This is an optimization exercise on Yosys and OpenROAD, whose aim is small area, not a production implementation.
In this exercise RTL edits were held to simulation tests only and were not proved equivalent to the original.
The clock port is modelled as an ideal driver; clocking choices that lean on that would not hold on a real chip.
Power and IR drop assume default switching activity.

Design lc3_datapath, start of the top module:
module lc3_datapath
  (clk,
   rst,
   mem_en,
   mem_we,
   mem_addr,
   mem_wdata,
   mem_ready,
   mem_rdata
   );
Size in the first run: about 530 cells after synthesis, ~53 I/O pins, about 6600 µm² of cells after synthesis.
clock: 10.0 ns
lec_check: 0
cap_margin: 20
core_margin: 2
core_utilization: 40
place_density: 0.6
slew_margin: 20
run.sh (not shown) runs the stock make flow with config.mk's settings and CLKGATE_MAP_FILE= SYNTH_SCRIPT=/design/flow/synth_recipe.tcl, a recipe that flattens the netlist after the stock synthesis.
Then changed:
- ABC_AREA: default -> 1
- CTS_BUF_LIST: default -> sky130_fd_sc_hd__clkbuf_8
- CTS_CLUSTER_SIZE: default -> 30
Result:
- global-route usage shrinks by 1.2 points
- critical path depth goes up by 3
- design area falls by about 4%
- routed wire length decreases by 12%
- setup slack gets better by 580 ps
- via count fell by 1.5%
- clock-buffer cell count increases by 2
- die area came out lower by 3.2%
- synthesized cell count increases by about 13%


lc3_datapath, a different RTL version from the one above (not shown whole).
Size: ~53 I/O pins, ~0.0053 mm² of cells after synthesis.
export LEC_CHECK = 0
export ABC_AREA = 1
export CAP_MARGIN = 5
export CORE_MARGIN = 2
export CORE_UTILIZATION = 65
export CTS_BUF_LIST = sky130_fd_sc_hd__clkbuf_8
export GPL_TIMING_DRIVEN = 0
export PLACE_DENSITY = 0.78
export SLEW_MARGIN = 5
create_clock -name core_clock -period 10.0 [get_ports {clk}]
standard.sh (not shown) runs the stock make flow with config.mk's settings and CLKGATE_MAP_FILE= SYNTH_SCRIPT=/design/flow/synth_recipe.tcl, a recipe that flattens the netlist after the stock synthesis.
==> flow/flow/run.sh <==
#!/bin/bash
# The standard layout (standard.sh) with three changes:
#  1. after the standard synthesis, the combinational logic of its netlist is
#     mapped again by ABC for area (flow/reabc.abc); the flip-flops, their
#     cell types and names are kept as the standard synthesis made them;
#  2. the port buffers are the smallest buffer, sky130_fd_sc_hd__buf_1;
#  3. the clock tree uses sky130_fd_sc_hd__clkbuf_8 and no dummy loads, and
#     after it is built each leaf buffer is swapped for a smaller one where
#     the slew at its flip-flops stays low (flow/clk_downsize.tcl).
# Each tool's output goes to a log of its own in this folder
# (standard_synth.log, reabc.log, standard_make.log); the ORFS steps also
# keep their logs under orfs/logs/.
set -euo pipefail
HERE=$(pwd)
R=$HERE/orfs/results/${FLOW_PLATFORM}/lc3_datapath/base
LIB=$FLOW_HOME/platforms/${FLOW_PLATFORM}/lib/sky130_fd_sc_hd__tt_025C_1v80.lib
YOSYS=$FLOW_HOME/../tools/install/yosys/bin/yosys
[ -x "$YOSYS" ] || YOSYS=yosys

bash standard.sh synth > standard_synth.log 2>&1

cp "$R/1_2_yosys.v" "$HERE/standard_synth_netlist.v"
cat > "$HERE/reabc.ys" <<EOS
read_liberty -ignore_miss_func $LIB
blackbox sky130_fd_sc_hd__df* sky130_fd_sc_hd__edf* sky130_fd_sc_hd__sdf* sky130_fd_sc_hd__dl* sky130_fd_sc_hd__conb_1
read_verilog $HERE/standard_synth_netlist.v
hierarchy -top ${FLOW_TOP}
flatten
hierarchy -top ${FLOW_TOP}
opt_clean
stat -liberty $LIB
abc -liberty $LIB -script $HERE/flow/reabc.abc -dont_use sky130_fd_sc_hd__probe_p_8 -dont_use sky130_fd_sc_hd__probec_p_8 -dont_use sky130_fd_sc_hd__lpflow_*
opt_clean -purge
hilomap -singleton -hicell sky130_fd_sc_hd__conb_1 HI -locell sky130_fd_sc_hd__conb_1 LO
splitnets
rename -hide w:*.*
opt_clean -purge
stat -liberty $LIB
read_liberty -lib -overwrite $LIB
check -assert
select ${FLOW_TOP}
write_verilog -noattr -selected $HERE/reabc_netlist.v
EOS
"$YOSYS" -s "$HERE/reabc.ys" > reabc.log 2>&1

cp "$HERE/reabc_netlist.v" "$R/1_2_yosys.v"
rm -f "$R/1_synth.odb" "$R/1_synth.sdc"
touch "$R/1_2_yosys.v" "$R/1_2_yosys.sdc"

export BUFFER_PORTS_ARGS="-buffer_cell sky130_fd_sc_hd__buf_1"
export CTS_ARGS="-sink_clustering_enable -repair_clock_nets -buf_list sky130_fd_sc_hd__clkbuf_8 -dont_use_dummy_load"
export POST_CTS_TCL=$HERE/flow/clk_downsize.tcl
export CLK_SLEW_LIMIT=0.112
export CLK_SMALL_BUFS="sky130_fd_sc_hd__clkbuf_2 sky130_fd_sc_hd__clkbuf_4"
bash standard.sh finish > standard_make.log 2>&1
==> flow/flow/clk_downsize.tcl <==
# Run after clock tree synthesis (POST_CTS_TCL): each clock buffer that
# drives only flip-flop clock pins is swapped for the smallest buffer of
# CLK_SMALL_BUFS that keeps the slew at all of its flip-flops at or below
# CLK_SLEW_LIMIT (ns, placement-based estimate); otherwise it is left as is.
proc clk_sink_slew {net} {
  set worst 0
  foreach it [$net getITerms] {
    if {[[$it getMTerm] getName] != "CLK"} { continue }
    set pin [get_pins -quiet [$it getName]]
    if {$pin == ""} { continue }
    foreach rf {rise fall} {
      set s [get_property $pin slew_max_$rf]
      if {$s > $worst} { set worst $s }
    }
  }
  return $worst
}
set clk_limit $::env(CLK_SLEW_LIMIT)
set clk_small $::env(CLK_SMALL_BUFS)
set clk_changed 0
foreach inst [[ord::get_db_block] getInsts] {
  set m [[$inst getMaster] getName]
  if {![string match "sky130_fd_sc_hd__clkbuf_*" $m]} { continue }
  set out [[$inst findITerm X] getNet]
  if {$out == "NULL"} { continue }
  set leaf 1
  foreach it [$out getITerms] {
    set t [[$it getMTerm] getName]
    if {$t != "X" && $t != "CLK"} { set leaf 0 }
  }
  if {!$leaf} { continue }
  set sta_inst [get_cells [$inst getName]]
  foreach cand $clk_small {
    replace_cell $sta_inst $cand
    estimate_parasitics -placement
    set w [clk_sink_slew $out]
    if {$w <= $clk_limit} {
      puts "clk_downsize: [$inst getName] $m -> $cand (slew $w)"
      incr clk_changed
      set m $cand
      break
    }
    replace_cell $sta_inst $m
  }
}
estimate_parasitics -placement
puts "clk_downsize: $clk_changed clock buffers downsized"
Other scripts of this flow, unchanged in this note and not shown: flow/flow/reabc.abc
The baseline ran to the end with no violations.
Change:
--- a/flow/flow/run.sh
+++ b/flow/flow/run.sh
@@ -52,3 +52,3 @@
 export POST_CTS_TCL=$HERE/flow/clk_downsize.tcl
-export CLK_SLEW_LIMIT=0.112
+export CLK_SLEW_LIMIT=0.105
 export CLK_SMALL_BUFS="sky130_fd_sc_hd__clkbuf_2 sky130_fd_sc_hd__clkbuf_4"
- CAP_MARGIN: 5 -> 0
- CORE_UTILIZATION: 65 -> 40
- PLACE_DENSITY: 0.78 -> 0.6
- SLEW_MARGIN: 5 -> 0
What happened: Worst hold slack is about the same. Via count barely changes. Final area climbs by about 2%. Total power climbs by 0.93%.
Change:
--- a/flow/flow/run.sh
+++ b/flow/flow/run.sh
@@ -52,3 +52,3 @@
 export POST_CTS_TCL=$HERE/flow/clk_downsize.tcl
-export CLK_SLEW_LIMIT=0.105
+export CLK_SLEW_LIMIT=0.112
 export CLK_SMALL_BUFS="sky130_fd_sc_hd__clkbuf_2 sky130_fd_sc_hd__clkbuf_4"
- CORE_UTILIZATION: 40 -> 60
- PLACE_DENSITY: 0.6 -> 0.75
Outcome: The new run passed the timing, DRC and antenna checks. Area after synthesis is unchanged. Total power decreases by 1.4%. Final area decreases by 1.9%. Utilization increases by 22 points. Via count increases by 0.56%. Wire length decreases by 4.1%. Sequential power decreases by about 0.4%. Die area decreases by 32%. First-iteration DRC count decreases by 29%.
Change:
--- a/flow/flow/run.sh
+++ b/flow/flow/run.sh
@@ -52,3 +52,3 @@
 export POST_CTS_TCL=$HERE/flow/clk_downsize.tcl
-export CLK_SLEW_LIMIT=0.112
+export CLK_SLEW_LIMIT=0.105
 export CLK_SMALL_BUFS="sky130_fd_sc_hd__clkbuf_2 sky130_fd_sc_hd__clkbuf_4"
- CORE_UTILIZATION: 60 -> 40
- GPL_TIMING_DRIVEN: 0 -> default
- PLACE_DENSITY: 0.75 -> 0.6
Wire length rose by a few percent.
Combinational power stays flat.
Final area rose by a few percent.
Synthesized area does not change.
Clock-buffer cell count stays the same.
Global-route usage fell by 6.2 points.

afterwards: timing with drivers on the ports:
The results above use ideal ports. As a check the final layouts listed here were re-extracted and re-timed, cells and wires unchanged. Step 1 assumes that a clkbuf_16 drives the clock port and a buf_2 every other input. Step 2 times the ports against the registers' clock, not the clock port: input delays grow and output delays shrink by t, the midpoint of the rising clock arrivals with the driver on. a / b / c = ideal ports / drivers / drivers and shift; a / b = the first two.
| run | t, ns | setup slack, ns | latest minus earliest clock arrival (ns) | slew at the worst register clock pin (ns) | cell pins on the clock port's net |
|---|---|---|---|---|---|
| the first run of note 1 | 0.468 | 5.145 / 5.102 / 5.149 | 0.013 / 0.013 | 0.08 / 0.08 | 1 |
| the second run of note 1 | 0.477 | 5.729 / 5.695 / 5.998 | 0.025 / 0.025 | 0.11 / 0.11 | 1 |
| the first run of note 2 | 0.434 | 4.597 / 4.597 / 4.597 | 0.031 / 0.031 | 0.10 / 0.10 | 1 |
| the second run of note 2 | 0.465 | 4.586 / 4.586 / 4.586 | 0.037 / 0.037 | 0.10 / 0.10 | 1 |
| the third run of note 2 | 0.441 | 4.690 / 4.690 / 4.690 | 0.034 / 0.034 | 0.11 / 0.11 | 1 |
| the fourth run of note 2 | 0.448 | 4.781 / 4.781 / 4.781 | 0.036 / 0.036 | 0.10 / 0.10 | 1 |
After both steps setup and hold are still met in every run listed.
